This design comes from an exercise in tuning for small area on the open sky130 flow, not from production work. Only simulation tests tie the RTL to the original design; equivalence was not proved. Power is estimated from default activity; no workload was simulated.

==> flow/design.v <==
module PIEZO_reality_and_damedame(RESETN, CLK_1MHZ, A, T, SONG);
  input RESETN, CLK_1MHZ, A, T;
  output SONG;
  reg [6:0] p1;
  reg b1, f1, z1;
  reg [18:0] s1;
  reg [1:0] u1;
  reg [10:0] c1;
  reg [7:0] p2;
  reg b2, f2, z2;
  reg [17:0] s2;
  reg [10:0] c2;
  reg [10:0] t1, t2;
  reg r1, r2;
  reg [1:0] k1;
  always @(*) begin
    t1 = 11'd0; r1 = 1'b1; k1 = 2'd0;
    case (p1)
      7'd0: begin t1 = 11'd0; r1 = 1'b1; k1 = 2'd0; end
      7'd1: begin t1 = 11'd0; r1 = 1'b1; k1 = 2'd0; end
      7'd2: begin t1 = 11'd1012; r1 = 1'b0; k1 = 2'd2; end
      7'd3: begin t1 = 11'd1516; r1 = 1'b0; k1 = 2'd0; end
      7'd4: begin t1 = 11'd955; r1 = 1'b0; k1 = 2'd0; end
      7'd5: begin t1 = 11'd1012; r1 = 1'b0; k1 = 2'd1; end
      7'd6: begin t1 = 11'd1136; r1 = 1'b0; k1 = 2'd0; end
      7'd7: begin t1 = 11'd1275; r1 = 1'b0; k1 = 2'd0; end
      7'd8: begin t1 = 11'd1012; r1 = 1'b0; k1 = 2'd1; end
      7'd9: begin t1 = 11'd0; r1 = 1'b1; k1 = 2'd0; end
      7'd10: begin t1 = 11'd1607; r1 = 1'b0; k1 = 2'd0; end
      7'd11: begin t1 = 11'd955; r1 = 1'b0; k1 = 2'd0; end
      7'd12: begin t1 = 11'd1012; r1 = 1'b0; k1 = 2'd1; end
      7'd13: begin t1 = 11'd1136; r1 = 1'b0; k1 = 2'd0; end
      7'd14: begin t1 = 11'd1275; r1 = 1'b0; k1 = 2'd0; end
      7'd15: begin t1 = 11'd1012; r1 = 1'b0; k1 = 2'd3; end
      7'd16: begin t1 = 11'd675; r1 = 1'b0; k1 = 2'd2; end
      7'd17: begin t1 = 11'd758; r1 = 1'b0; k1 = 2'd0; end
      7'd18: begin t1 = 11'd1012; r1 = 1'b0; k1 = 2'd3; end
      7'd19: begin t1 = 11'd0; r1 = 1'b1; k1 = 2'd0; end
      7'd20: begin t1 = 11'd1516; r1 = 1'b0; k1 = 2'd0; end
      7'd21: begin t1 = 11'd1351; r1 = 1'b0; k1 = 2'd0; end
      7'd22: begin t1 = 11'd1275; r1 = 1'b0; k1 = 2'd0; end
      7'd23: begin t1 = 11'd1012; r1 = 1'b0; k1 = 2'd0; end
      7'd24: begin t1 = 11'd1136; r1 = 1'b0; k1 = 2'd1; end
      7'd25: begin t1 = 11'd1204; r1 = 1'b0; k1 = 2'd0; end
      7'd26: begin t1 = 11'd1136; r1 = 1'b0; k1 = 2'd1; end
      7'd27: begin t1 = 11'd0; r1 = 1'b1; k1 = 2'd0; end
      7'd28: begin t1 = 11'd1516; r1 = 1'b0; k1 = 2'd0; end
      7'd29: begin t1 = 11'd758; r1 = 1'b0; k1 = 2'd0; end
      7'd30: begin t1 = 11'd851; r1 = 1'b0; k1 = 2'd1; end
      7'd31: begin t1 = 11'd902; r1 = 1'b0; k1 = 2'd0; end
      7'd32: begin t1 = 11'd851; r1 = 1'b0; k1 = 2'd1; end
      7'd33: begin t1 = 11'd0; r1 = 1'b1; k1 = 2'd0; end
      7'd34: begin t1 = 11'd1275; r1 = 1'b0; k1 = 2'd0; end
      7'd35: begin t1 = 11'd851; r1 = 1'b0; k1 = 2'd0; end
      7'd36: begin t1 = 11'd955; r1 = 1'b0; k1 = 2'd1; end
      7'd37: begin t1 = 11'd1012; r1 = 1'b0; k1 = 2'd0; end
      7'd38: begin t1 = 11'd955; r1 = 1'b0; k1 = 2'd2; end
      7'd39: begin t1 = 11'd1012; r1 = 1'b0; k1 = 2'd0; end
      7'd40: begin t1 = 11'd1136; r1 = 1'b0; k1 = 2'd3; end
      7'd41: begin t1 = 11'd0; r1 = 1'b1; k1 = 2'd1; end
      7'd42: begin t1 = 11'd1012; r1 = 1'b0; k1 = 2'd2; end
      7'd43: begin t1 = 11'd1516; r1 = 1'b0; k1 = 2'd0; end
      7'd44: begin t1 = 11'd955; r1 = 1'b0; k1 = 2'd0; end
      7'd45: begin t1 = 11'd1012; r1 = 1'b0; k1 = 2'd1; end
      7'd46: begin t1 = 11'd1136; r1 = 1'b0; k1 = 2'd0; end
      7'd47: begin t1 = 11'd1275; r1 = 1'b0; k1 = 2'd0; end
      7'd48: begin t1 = 11'd1012; r1 = 1'b0; k1 = 2'd1; end
      7'd49: begin t1 = 11'd0; r1 = 1'b1; k1 = 2'd0; end
      7'd50: begin t1 = 11'd1607; r1 = 1'b0; k1 = 2'd0; end
      7'd51: begin t1 = 11'd955; r1 = 1'b0; k1 = 2'd0; end
      7'd52: begin t1 = 11'd1012; r1 = 1'b0; k1 = 2'd1; end
      7'd53: begin t1 = 11'd1136; r1 = 1'b0; k1 = 2'd0; end
      7'd54: begin t1 = 11'd1275; r1 = 1'b0; k1 = 2'd0; end
      7'd55: begin t1 = 11'd1012; r1 = 1'b0; k1 = 2'd3; end
      7'd56: begin t1 = 11'd675; r1 = 1'b0; k1 = 2'd2; end
      7'd57: begin t1 = 11'd758; r1 = 1'b0; k1 = 2'd0; end
      7'd58: begin t1 = 11'd1012; r1 = 1'b0; k1 = 2'd3; end
      7'd59: begin t1 = 11'd0; r1 = 1'b1; k1 = 2'd0; end
      7'd60: begin t1 = 11'd1516; r1 = 1'b0; k1 = 2'd0; end
      7'd61: begin t1 = 11'd1351; r1 = 1'b0; k1 = 2'd0; end
      7'd62: begin t1 = 11'd1275; r1 = 1'b0; k1 = 2'd0; end
      7'd63: begin t1 = 11'd1012; r1 = 1'b0; k1 = 2'd0; end
      7'd64: begin t1 = 11'd1136; r1 = 1'b0; k1 = 2'd1; end
      7'd65: begin t1 = 11'd1204; r1 = 1'b0; k1 = 2'd0; end
      7'd66: begin t1 = 11'd1136; r1 = 1'b0; k1 = 2'd1; end
      7'd67: begin t1 = 11'd0; r1 = 1'b1; k1 = 2'd0; end
      7'd68: begin t1 = 11'd1516; r1 = 1'b0; k1 = 2'd0; end
      7'd69: begin t1 = 11'd758; r1 = 1'b0; k1 = 2'd0; end
      7'd70: begin t1 = 11'd851; r1 = 1'b0; k1 = 2'd1; end
      7'd71: begin t1 = 11'd902; r1 = 1'b0; k1 = 2'd0; end
      7'd72: begin t1 = 11'd851; r1 = 1'b0; k1 = 2'd1; end
      7'd73: begin t1 = 11'd0; r1 = 1'b1; k1 = 2'd0; end
      7'd74: begin t1 = 11'd1275; r1 = 1'b0; k1 = 2'd0; end
      7'd75: begin t1 = 11'd851; r1 = 1'b0; k1 = 2'd0; end
      7'd76: begin t1 = 11'd955; r1 = 1'b0; k1 = 2'd1; end
      7'd77: begin t1 = 11'd1012; r1 = 1'b0; k1 = 2'd0; end
      7'd78: begin t1 = 11'd1136; r1 = 1'b0; k1 = 2'd2; end
      7'd79: begin t1 = 11'd1275; r1 = 1'b0; k1 = 2'd1; end
      7'd80: begin t1 = 11'd1275; r1 = 1'b0; k1 = 2'd3; end
      7'd81: begin t1 = 11'd0; r1 = 1'b1; k1 = 2'd1; end
      7'd82: begin t1 = 11'd0; r1 = 1'b1; k1 = 2'd0; end
      default: begin t1 = 11'd0; r1 = 1'b1; k1 = 2'd0; end
    endcase
  end
  always @(*) begin
    t2 = 11'd0; r2 = 1'b0;
    case (p2)
      8'd0: begin t2 = 11'd0; r2 = 1'b1; end
      8'd1: begin t2 = 11'd0; r2 = 1'b1; end
      8'd2: begin t2 = 11'd955; r2 = 1'b0; end
      8'd3: begin t2 = 11'd851; r2 = 1'b0; end
      8'd4: begin t2 = 11'd955; r2 = 1'b0; end
      8'd5: begin t2 = 11'd758; r2 = 1'b0; end
      8'd6: begin t2 = 11'd758; r2 = 1'b0; end
      8'd7: begin t2 = 11'd758; r2 = 1'b0; end
      8'd8: begin t2 = 11'd758; r2 = 1'b0; end
      8'd9: begin t2 = 11'd758; r2 = 1'b0; end
      8'd10: begin t2 = 11'd0; r2 = 1'b1; end
      8'd11: begin t2 = 11'd955; r2 = 1'b0; end
      8'd12: begin t2 = 11'd955; r2 = 1'b0; end
      8'd13: begin t2 = 11'd1012; r2 = 1'b0; end
      8'd14: begin t2 = 11'd1012; r2 = 1'b0; end
      8'd15: begin t2 = 11'd1012; r2 = 1'b0; end
      8'd16: begin t2 = 11'd1012; r2 = 1'b0; end
      8'd17: begin t2 = 11'd955; r2 = 1'b0; end
      8'd18: begin t2 = 11'd955; r2 = 1'b0; end
      8'd19: begin t2 = 11'd851; r2 = 1'b0; end
      8'd20: begin t2 = 11'd851; r2 = 1'b0; end
      8'd21: begin t2 = 11'd1136; r2 = 1'b0; end
      8'd22: begin t2 = 11'd1275; r2 = 1'b0; end
      8'd23: begin t2 = 11'd1275; r2 = 1'b0; end
      8'd24: begin t2 = 11'd1275; r2 = 1'b0; end
      8'd25: begin t2 = 11'd1275; r2 = 1'b0; end
      8'd26: begin t2 = 11'd1275; r2 = 1'b0; end
      8'd27: begin t2 = 11'd1275; r2 = 1'b0; end
      8'd28: begin t2 = 11'd1275; r2 = 1'b0; end
      8'd29: begin t2 = 11'd0; r2 = 1'b1; end
      8'd30: begin t2 = 11'd0; r2 = 1'b1; end
      8'd31: begin t2 = 11'd0; r2 = 1'b1; end
      8'd32: begin t2 = 11'd0; r2 = 1'b1; end
      8'd33: begin t2 = 11'd1275; r2 = 1'b0; end
      8'd34: begin t2 = 11'd1431; r2 = 1'b0; end
      8'd35: begin t2 = 11'd1516; r2 = 1'b0; end
      8'd36: begin t2 = 11'd1431; r2 = 1'b0; end
      8'd37: begin t2 = 11'd1431; r2 = 1'b0; end
      8'd38: begin t2 = 11'd1431; r2 = 1'b0; end
      8'd39: begin t2 = 11'd1431; r2 = 1'b0; end
      8'd40: begin t2 = 11'd1431; r2 = 1'b0; end
      8'd41: begin t2 = 11'd0; r2 = 1'b1; end
      8'd42: begin t2 = 11'd0; r2 = 1'b1; end
      8'd43: begin t2 = 11'd1136; r2 = 1'b0; end
      8'd44: begin t2 = 11'd1136; r2 = 1'b0; end
      8'd45: begin t2 = 11'd1012; r2 = 1'b0; end
      8'd46: begin t2 = 11'd1012; r2 = 1'b0; end
      8'd47: begin t2 = 11'd1012; r2 = 1'b0; end
      8'd48: begin t2 = 11'd1012; r2 = 1'b0; end
      8'd49: begin t2 = 11'd758; r2 = 1'b0; end
      8'd50: begin t2 = 11'd758; r2 = 1'b0; end
      8'd51: begin t2 = 11'd1012; r2 = 1'b0; end
      8'd52: begin t2 = 11'd1012; r2 = 1'b0; end
      8'd53: begin t2 = 11'd851; r2 = 1'b0; end
      8'd54: begin t2 = 11'd955; r2 = 1'b0; end
      8'd55: begin t2 = 11'd955; r2 = 1'b0; end
      8'd56: begin t2 = 11'd955; r2 = 1'b0; end
      8'd57: begin t2 = 11'd955; r2 = 1'b0; end
      8'd58: begin t2 = 11'd955; r2 = 1'b0; end
      8'd59: begin t2 = 11'd955; r2 = 1'b0; end
      8'd60: begin t2 = 11'd955; r2 = 1'b0; end
      8'd61: begin t2 = 11'd0; r2 = 1'b1; end
      8'd62: begin t2 = 11'd0; r2 = 1'b1; end
      8'd63: begin t2 = 11'd0; r2 = 1'b1; end
      8'd64: begin t2 = 11'd0; r2 = 1'b1; end
      8'd65: begin t2 = 11'd955; r2 = 1'b0; end
      8'd66: begin t2 = 11'd851; r2 = 1'b0; end
      8'd67: begin t2 = 11'd955; r2 = 1'b0; end
      8'd68: begin t2 = 11'd758; r2 = 1'b0; end
      8'd69: begin t2 = 11'd758; r2 = 1'b0; end
      8'd70: begin t2 = 11'd758; r2 = 1'b0; end
      8'd71: begin t2 = 11'd758; r2 = 1'b0; end
      8'd72: begin t2 = 11'd758; r2 = 1'b0; end
      8'd73: begin t2 = 11'd0; r2 = 1'b1; end
      8'd74: begin t2 = 11'd0; r2 = 1'b1; end
      8'd75: begin t2 = 11'd1136; r2 = 1'b0; end
      8'd76: begin t2 = 11'd1012; r2 = 1'b0; end
      8'd77: begin t2 = 11'd955; r2 = 1'b0; end
      8'd78: begin t2 = 11'd955; r2 = 1'b0; end
      8'd79: begin t2 = 11'd955; r2 = 1'b0; end
      8'd80: begin t2 = 11'd955; r2 = 1'b0; end
      8'd81: begin t2 = 11'd851; r2 = 1'b0; end
      8'd82: begin t2 = 11'd851; r2 = 1'b0; end
      8'd83: begin t2 = 11'd851; r2 = 1'b0; end
      8'd84: begin t2 = 11'd851; r2 = 1'b0; end
      8'd85: begin t2 = 11'd1275; r2 = 1'b0; end
      8'd86: begin t2 = 11'd1275; r2 = 1'b0; end
      8'd87: begin t2 = 11'd851; r2 = 1'b0; end
      8'd88: begin t2 = 11'd851; r2 = 1'b0; end
      8'd89: begin t2 = 11'd955; r2 = 1'b0; end
      8'd90: begin t2 = 11'd955; r2 = 1'b0; end
      8'd91: begin t2 = 11'd955; r2 = 1'b0; end
      8'd92: begin t2 = 11'd955; r2 = 1'b0; end
      8'd93: begin t2 = 11'd955; r2 = 1'b0; end
      8'd94: begin t2 = 11'd955; r2 = 1'b0; end
      8'd95: begin t2 = 11'd0; r2 = 1'b1; end
      8'd96: begin t2 = 11'd0; r2 = 1'b1; end
      8'd97: begin t2 = 11'd0; r2 = 1'b1; end
      8'd98: begin t2 = 11'd0; r2 = 1'b1; end
      8'd99: begin t2 = 11'd1516; r2 = 1'b0; end
      8'd100: begin t2 = 11'd1431; r2 = 1'b0; end
      8'd101: begin t2 = 11'd1275; r2 = 1'b0; end
      8'd102: begin t2 = 11'd1431; r2 = 1'b0; end
      8'd103: begin t2 = 11'd955; r2 = 1'b0; end
      8'd104: begin t2 = 11'd955; r2 = 1'b0; end
      8'd105: begin t2 = 11'd955; r2 = 1'b0; end
      8'd106: begin t2 = 11'd955; r2 = 1'b0; end
      8'd107: begin t2 = 11'd955; r2 = 1'b0; end
      8'd108: begin t2 = 11'd955; r2 = 1'b0; end
      8'd109: begin t2 = 11'd0; r2 = 1'b1; end
      8'd110: begin t2 = 11'd0; r2 = 1'b1; end
      8'd111: begin t2 = 11'd0; r2 = 1'b1; end
      8'd112: begin t2 = 11'd0; r2 = 1'b1; end
      8'd113: begin t2 = 11'd0; r2 = 1'b1; end
      8'd114: begin t2 = 11'd0; r2 = 1'b1; end
      8'd115: begin t2 = 11'd1516; r2 = 1'b0; end
      8'd116: begin t2 = 11'd1431; r2 = 1'b0; end
      8'd117: begin t2 = 11'd1275; r2 = 1'b0; end
      8'd118: begin t2 = 11'd1431; r2 = 1'b0; end
      8'd119: begin t2 = 11'd851; r2 = 1'b0; end
      8'd120: begin t2 = 11'd851; r2 = 1'b0; end
      8'd121: begin t2 = 11'd851; r2 = 1'b0; end
      8'd122: begin t2 = 11'd851; r2 = 1'b0; end
      8'd123: begin t2 = 11'd851; r2 = 1'b0; end
      8'd124: begin t2 = 11'd851; r2 = 1'b0; end
      8'd125: begin t2 = 11'd0; r2 = 1'b1; end
      8'd126: begin t2 = 11'd0; r2 = 1'b1; end
      8'd127: begin t2 = 11'd0; r2 = 1'b1; end
      8'd128: begin t2 = 11'd0; r2 = 1'b1; end
      8'd129: begin t2 = 11'd851; r2 = 1'b0; end
      8'd130: begin t2 = 11'd955; r2 = 1'b0; end
      8'd131: begin t2 = 11'd1012; r2 = 1'b0; end
      8'd132: begin t2 = 11'd955; r2 = 1'b0; end
      8'd133: begin t2 = 11'd0; r2 = 1'b0; end
      default: begin t2 = 11'd0; r2 = 1'b0; end
    endcase
  end
  assign SONG = (A & ~T) ? b1 : ((~A & T) ? b2 : 1'b0);
  wire e1 = (p1 == 7'd82);
  wire w1 = (s1 == 19'd299999);
  wire n1 = ~f1 & w1 & (u1 == k1);
  wire m1 = z1 | (~f1 & (c1 == t1));
  wire e2 = (p2 == 8'd133);
  always @(negedge RESETN or posedge CLK_1MHZ)
    if (!RESETN) begin
      p1 <= 7'd0; b1 <= 1'b0; f1 <= 1'b1;
    end else if (!A || e1) begin
      p1 <= 7'd0; b1 <= 1'b0; f1 <= 1'b1;
    end else begin
      f1 <= n1;
      if (n1) p1 <= p1 + 7'd1;
      else if (m1) b1 <= ~b1;
    end
  always @(posedge CLK_1MHZ) begin
    z1 <= e2 | r1;
    if (f1 || w1) s1 <= 19'd0; else s1 <= s1 + 19'd1;
    if (f1) u1 <= 2'd0; else if (w1) u1 <= u1 + 2'd1;
    if (m1) c1 <= 11'd0; else if (f1) c1 <= 11'd1; else c1 <= c1 + 11'd1;
  end
  wire w2 = (s2 == 18'd249999);
  wire n2 = ~f2 & w2;
  wire m2 = z2 | (~f2 & (c2 == t2));
  always @(negedge RESETN or posedge CLK_1MHZ)
    if (!RESETN) begin
      p2 <= 8'd0; b2 <= 1'b0; f2 <= 1'b1;
    end else if (!T) begin
      p2 <= 8'd0; b2 <= 1'b0; f2 <= 1'b1;
    end else if (e2) begin
      p2 <= 8'd0; f2 <= 1'b1;
    end else begin
      f2 <= n2;
      if (n2) p2 <= p2 + 8'd1;
      else if (m2) b2 <= ~b2;
    end
  always @(posedge CLK_1MHZ) begin
    z2 <= r2;
    if (f2 || w2) s2 <= 18'd0; else s2 <= s2 + 18'd1;
    if (m2) c2 <= 11'd0; else if (f2) c2 <= 11'd1; else c2 <= c2 + 11'd1;
  end
endmodule
==> flow/run.sh <==
#!/bin/bash
# synth_recipe.tcl (not shown) runs the flow's synth.tcl, then flattens the netlist and writes it again
# the make line also repeats each setting of config.mk as NAME=value (left out here)
make -C /OpenROAD-flow-scripts/flow DESIGN_CONFIG=/design/flow/config.mk WORK_HOME=/design/flow/orfs CLKGATE_MAP_FILE= SYNTH_SCRIPT=/design/flow/synth_recipe.tcl finish
==> flow/config.mk <==
export PLATFORM = sky130hd
export DESIGN_NAME = PIEZO_reality_and_damedame
export DESIGN_NICKNAME = PIEZO_reality_and_damedame
export VERILOG_FILES = /design/flow/design.v
export SDC_FILE = /design/flow/constraint.sdc
export NUM_CORES = 4
export LEC_CHECK = 0
export CAP_MARGIN = 20
export CORE_MARGIN = 2
export CORE_UTILIZATION = 40
export SLEW_MARGIN = 20
==> flow/constraint.sdc <==
create_clock -name core_clock -period 10.0 [get_ports {CLK_1MHZ}]
set_input_delay 2.0000 -clock core_clock [delete_from_list [all_inputs] [get_ports {CLK_1MHZ}]]
set_output_delay 2.0000 -clock core_clock [all_outputs]
set_load 0.01 [all_outputs]
==> reports/metrics.cfg, run 1 <==
[worst_hold_path]
hp-class = flop to flop

[cells_and_area]
regArea_um2 = 1740
multiInputGateArea_um2 = 5300
fillers = 1901
final_cells = 1163
layout_commonest_cell = nor2_1
antenna_cells = 0
syn_to_final_growth_pct = 3.74
layout_common_cells = 98 x nor2_1, 66 x nand2_1, 63 x dfxtp_1
drive_gt1_share_pct = 8.40
finalNetCount = 955

[global_route]
met3_usage_pct = 4.99
antenna_found_initial = 0
grt_use_met1_pct = 30.1
grt_overflow_total = 0
first_global_vias = 6816
grtUsageTotal_pct = 21.4
grt_max_degree = 71
busiest_layer = met2
met2_usage_pct = 31.4
grt_pass1_wl_mm = 35.1

[power_and_ir_drop]
cellLeakagePower_nw = 2.81
total_power_w = 0.000654
p_per_area_nw_per_um2 = 83.7
ir_worst_vdd_mv = 0.0730

[floorplanning]
die_w_um = 141
core_um2 = 18600
ios = 5
start_util_pct = 40.5
rows = 50
dieArea_um2 = 19900
die_y_um = 141

[yosys]
syn_area_per_cell_um2 = 7.72
synth_top_family_by_area = simple AND/OR/NAND/NOR gates
ys_types = 90
synth_top_cell_by_area = dfxtp_1
netlist_instances = 975
synth-xor-area-share_pct = 7.91
synth-seq-cells = 82
synthAdderAreaFrac_pct = 4.45
async_reset_ff_share_pct = 23.2
synthMuxAreaShare_pct = 4.64
synth_edf_count = 0
mappedNetlistNets = 1005
yosysTopAreaCellShare_pct = 16.7
seq_area_frac_synth_pct = 23.1
yosys_warnings = 1
synth-main-ff-cell = dfxtp_1
synthesis.area_um2 = 7530
synth_compound_area_share_pct = 24.8
synth_simple_gate_area_share_pct = 28.7
synth.area.top_cells = dfxtp_1 17%, dfrtp_1 5.6%, nor2_1 4.9%, xor2_1 4.8%, ha_1 4.3%

[routing]
wl_per_cell_um = 18.2
finalWirelength_mm = 21.1
via_per_inst = 6.25
drt_iter0_markers = 945
drtAntennaViolNets = 0
dr.pass1.iters = 7
drc = 0
num_vias = 7267

[worst_setup_path]
path_class = input port to primary output
path_buf_inv = 2
crit_fanout = 8
required_ns = 8.00
r2r_slack_ns = 5.76
endpoint_kind = primary output
crit_slowest_cell = clkdlybuf4s50_1
path_delay_family = buffers and inverters
path_common_cell = clkdlybuf4s50_1
cpPeakStageDelay_ns = 0.68
cp.arrival_ns = 3.50
critPathLaunchType = input port
crit_chain = clkdlybuf4s50_1 > nand2_1 > o21ai_0 > clkdlybuf4s50_1

[run_status]
outcome = complete, no violations

[clock_network]
path_clk_slew_ns = 0.05
clk_path_buf_depth = 2
cts.htree.levels = 3
numClockSinks = 82
ctsHoldBuffers = 0
clock-root-buffer = clkbuf_16
cts_tree = done
clock_latency_ns = 0.34
cts_buffers = 9
cts_resized = 0
post-cts-setup-buffers = 0

[sta]
period_minus_slack_ns = 5.50
tightest_slew_ns = 0.899
hold_violations = 0
worst_slack_ns = 4.50
post-route-period-util_pct = 55.0
finalSetupViolCount = 0
relSlewSlack_pct = 39.9
fmax_mhz = 182
rsz0062_at_grt = false
clock_skew_ns = 0.00758
slew_violations = 0
finalSetupTns_ns = 0

[run]
cap_violations = 0

[placed_design]
pre_cts_ws_ns = 4.51
place_congestion = 0.906
dp_hpwl_mm = 14.5
dpl.cell_count = 1148
portBuffers = 4

==> state kept, by name, indices dropped and copies added, names as in the netlist, 2 cells and up <==
register,count
c1,11
s1,19
c2,11
u1,2
p2,8
p1,7
s2,18
==> path summary, 6_finish.rpt <==
| check | depth (start not counted) | endpoint | start |
|---|---|---|---|
| worst max-delay path | 4 | SONG | T |
| worst min-delay path | 1 | s2[0] | s2[0] |
| worst max register to register | 10 | b1 | p1[1] |
| worst min register to register | 1 | s2[0] | s2[0] |
| max in group asynchronous | 1 | p1[2] | RESETN |
| min in group asynchronous | 1 | p1[0] | RESETN |
==> power by group <==
part / internal [W] / switching (W)
clock network: 0.000179 / 0.000123
logic: 0.00000651 / 0.0000105
registers: 0.000332 / 0.00000300
==> Yosys cell counts, types with 8 or more instances <==
cell / instances
inv_1: 20
and2_1: 15
clkbuf_1: 26
dfrtp_1: 17
xor2_1: 41
a21oi_1: 44
nand2b_1: 23
or2_2: 9
dfxtp_1: 63
nor2b_1: 22
o31ai_1: 8
or3_1: 20
ha_1: 26
nand2_1: 66
xnor2_1: 27
mux2i_1: 18
and3_1: 18
o211ai_1: 16
a311oi_1: 13
nor3_1: 19
nor2_1: 98
nor3_2: 10
mux2_2: 13
o21ai_0: 54
a221oi_1: 11
buf_4: 11
nand3_1: 43
a211oi_1: 17
buf_2: 31
nand4_1: 16
a31oi_1: 14
==> metrics by stage <==
step / area (µm²) / hold slack [ns] / utilization, %
final: 7810 / 0.441 / 42.0
after global routing: 7810 / 0.468 / 42.0
after CTS: 7810 / 0.445 / 42.0
after detailed placement: 7540 / 0.432 / 40.6
after global placement: 7540 / 0.425 / 40.6
after floorplan: 7530 / 0.413 / -
==> cell type report <==
class	count	share of cell area, %
repair buffers	12	1.28
inverters	27	1.30
well taps	234	3.75
clock buffers	12	3.28
clock inverters	3	0.192
flip-flops and latches	82	22.3
multi-input cells	793	67.9
==> metal layers <==
layer | share of wire [%] | up-vias
met5 | 0 | -
met2 | 43 | 328
li1 | - | 3504
met1 | 45 | 3385
met3 | 8.8 | 50
met4 | 2.7 | 0
==> logic make-up after synthesis <==
family	after synthesis
flops	82
buf+inv	100
fa+ha+maj	27
xor+xnor	68
compound gates	264
simple gates	402
mux	32
==> run 2: changes to the inputs <==
==> flow/flow/run.sh (new file) <==
#!/bin/bash
set -e
bash standard.sh > standard.log 2>&1
==> flow/standard.sh (new file) <==
#!/bin/bash
# synth_recipe.tcl (not shown) runs the flow's synth.tcl, then flattens the netlist and writes it again
# the make line also repeats each setting of config.mk as NAME=value (left out here)
make -C /OpenROAD-flow-scripts/flow DESIGN_CONFIG=/design/flow/config.mk WORK_HOME=/design/flow/orfs CLKGATE_MAP_FILE= SYNTH_SCRIPT=/design/flow/synth_recipe.tcl "${@:-finish}"
removed: flow/run.sh
==> reports/metrics.cfg, run 2 <==
[clock_network]
clock_latency_ns = 0.34
cts_tree = done
numClockSinks = 82
post-cts-setup-buffers = 0
path_clk_slew_ns = 0.05
ctsHoldBuffers = 0
cts_buffers = 9
clock-root-buffer = clkbuf_16
clk_path_buf_depth = 2
cts_resized = 0
cts.htree.levels = 3

[floorplanning]
start_util_pct = 40.5
ios = 5
core_um2 = 18600
die_w_um = 141
die_y_um = 141
dieArea_um2 = 19900
rows = 50

[worst_hold_path]
hold_end = s2[0]
hold_path_depth = 1
hp-class = flop to flop
worstHoldStart = s2[0]

[yosys]
netlist_instances = 975
ys_types = 90
yosysTopAreaCellShare_pct = 16.7
mappedNetlistNets = 1005
seq_area_frac_synth_pct = 23.1
synth-seq-cells = 82
async_reset_ff_share_pct = 23.2
synth-main-ff-cell = dfxtp_1
synthesis.area_um2 = 7530
yosys_warnings = 1
synth_commonest_cells = 98 x nor2_1, 66 x nand2_1, 63 x dfxtp_1
synth.area.top_cells = dfxtp_1 17%, dfrtp_1 5.6%, nor2_1 4.9%, xor2_1 4.8%, ha_1 4.3%
syn_area_per_cell_um2 = 7.72
yosysMostFrequentCell = nor2_1
synth_top_cell_by_area = dfxtp_1
synth_edf_count = 0

[power_and_ir_drop]
p_per_area_nw_per_um2 = 83.7
switching_power_w = 0.000137
netSwitchingFraction_pct = 20.9
intPower_w = 0.000517
seqPwrFrac_pct = 51.2
clkPwrFrac_pct = 46.2
p_comb_share_pct = 2.6
cellLeakagePower_nw = 2.81
ir_worst_vdd_mv = 0.0730
total_power_w = 0.000654

[sta]
period_minus_slack_ns = 5.50
clock_skew_ns = 0.00758
hold_violations = 0
finalSetupTns_ns = 0
fmax_mhz = 182
worst_hold_slack_ns = 0.441
rsz0062_at_grt = false
post-route-period-util_pct = 55.0
slew_violations = 0
finalSetupViolCount = 0
relSlewSlack_pct = 39.9
tightest_slew_ns = 0.899
worst_slack_ns = 4.50

[cells_and_area]
top_register = s1
antenna_cells = 0
layout_common_cells = 98 x nor2_1, 66 x nand2_1, 63 x dfxtp_1
layout_commonest_cell = nor2_1
syn_to_final_growth_pct = 3.74
reg_top3 = s1: 19 flops, s2: 18 flops
finalNetCount = 955
drive_gt1_share_pct = 8.40
largest_reg_flops = 19

[global_route]
grt_overflow_total = 0
grt_max_degree = 71
grtUsageTotal_pct = 21.4
grt_pass1_wl_mm = 35.1
antenna_found_initial = 0
first_global_vias = 6816

[routing]
num_vias = 7267
wl_per_cell_um = 18.2
dr.pass1.iters = 7
finalWirelength_mm = 21.1
drt_iter0_markers = 945
drc = 0
drtAntennaViolNets = 0
via_per_inst = 6.25

[worst_setup_path]
reg2reg_to = b1
critPathLaunchType = input port
r2r-start = p1[1]
path_class = input port to primary output
reg2regPathDepth = 10
crit_fanout = 8
endpoint_kind = primary output
r2r_slack_ns = 5.76
cp.arrival_ns = 3.50
required_ns = 8.00

[run]
cap_violations = 0

[placed_design]
portBuffers = 4
pre_cts_ws_ns = 4.51
dp_hpwl_mm = 14.5
place_congestion = 0.906

[run_status]
outcome = complete, no violations

## run 2: how the worst max path moves through the flow
stage	start	endpoint
final	T	SONG
after floorplan	T	SONG
after CTS	T	SONG
after detailed placement	T	SONG
after global routing	T	SONG
after global placement	T	SONG
## run 2: power by group through the flow
stage | logic, W | clock network, W | registers (W)
global route | 0.0000195 | 0.000327 | 0.000335
detailed placement | 0.0000176 | 0 | 0.000342
global placement | 0.0000174 | 0 | 0.000342
CTS | 0.0000177 | 0.000313 | 0.000335
floorplan | 0.0000120 | 0 | 0.000340
finish | 0.0000170 | 0.000302 | 0.000335
## run 2: area by class of cell
type / count / area, µm²
fill: 1901 / 10800
multi-input combinational: 793 / 5300
sequential: 82 / 1740
tap: 234 / 293
clock buffer: 12 / 256
inverter: 27 / 101
timing repair buffer: 12 / 100
clock inverter: 3 / 15.0
## run 2: per-layer routing
metal | track usage, % | routed length, µm
met2 | 31.4 | 9130
met1 | 30.1 | 9560
met4 | 8.79 | 560
met3 | 4.99 | 1870
met5 | 0 | 0
## run 2: kinds of logic (layout without fill, tap and decap cells)
group,count (synthesis),in the layout,synth area share [%]
AND/OR/NAND/NOR,402,402,28.7
XOR/XNOR,68,68,7.91
AO/OA/AOI/OAI,264,264,24.8
adder cells (fa/ha/maj),27,27,4.45
multiplexers,32,32,4.64
buffers and inverters,100,54,6.46
flip-flops,82,82,23.1
## run 2: critical path, cell delays in order
cell	delay, ns
clkdlybuf4s50_1	0.68
nand2_1	0.10
o21ai_0	0.16
clkdlybuf4s50_1	0.55
## run 2: metrics by stage
stage	instance area, µm²	utilization, %	instances
6_report	7810	42.0	1163
5_1_grt	7810	42.0	1163
4_1_cts	7810	42.0	1163
3_5_place_dp	7540	40.6	1148
3_3_place_gp	7540	40.6	1148
2_1_floorplan	7530	-	975

-- what the ideal ports hide --
Ports are ideal in the flow. The routed layouts listed here were re-timed in OpenROAD. Step 1: set_driving_cell puts a clkbuf_16 on CLK_1MHZ and a buf_2 on each other input, an assumption about the parent block. Step 2 adds t to the input delays and takes it off the output delays; t is the mean of the earliest and latest rising clock arrival at the registers after step 1. Input paths then give back, and output paths get back, about the clock's delay inside the block. a / b / c = ideal / step 1 / step 2; a / b = the first two.
run	t, ns	slack for setup (ns)	worst register clock-pin slew, ns
run 1	0.370	4.501 / 4.459 / 4.459	0.06 / 0.06
run 2	0.370	4.501 / 4.459 / 4.459	0.06 / 0.06
After both steps setup and hold are still met in every run listed.
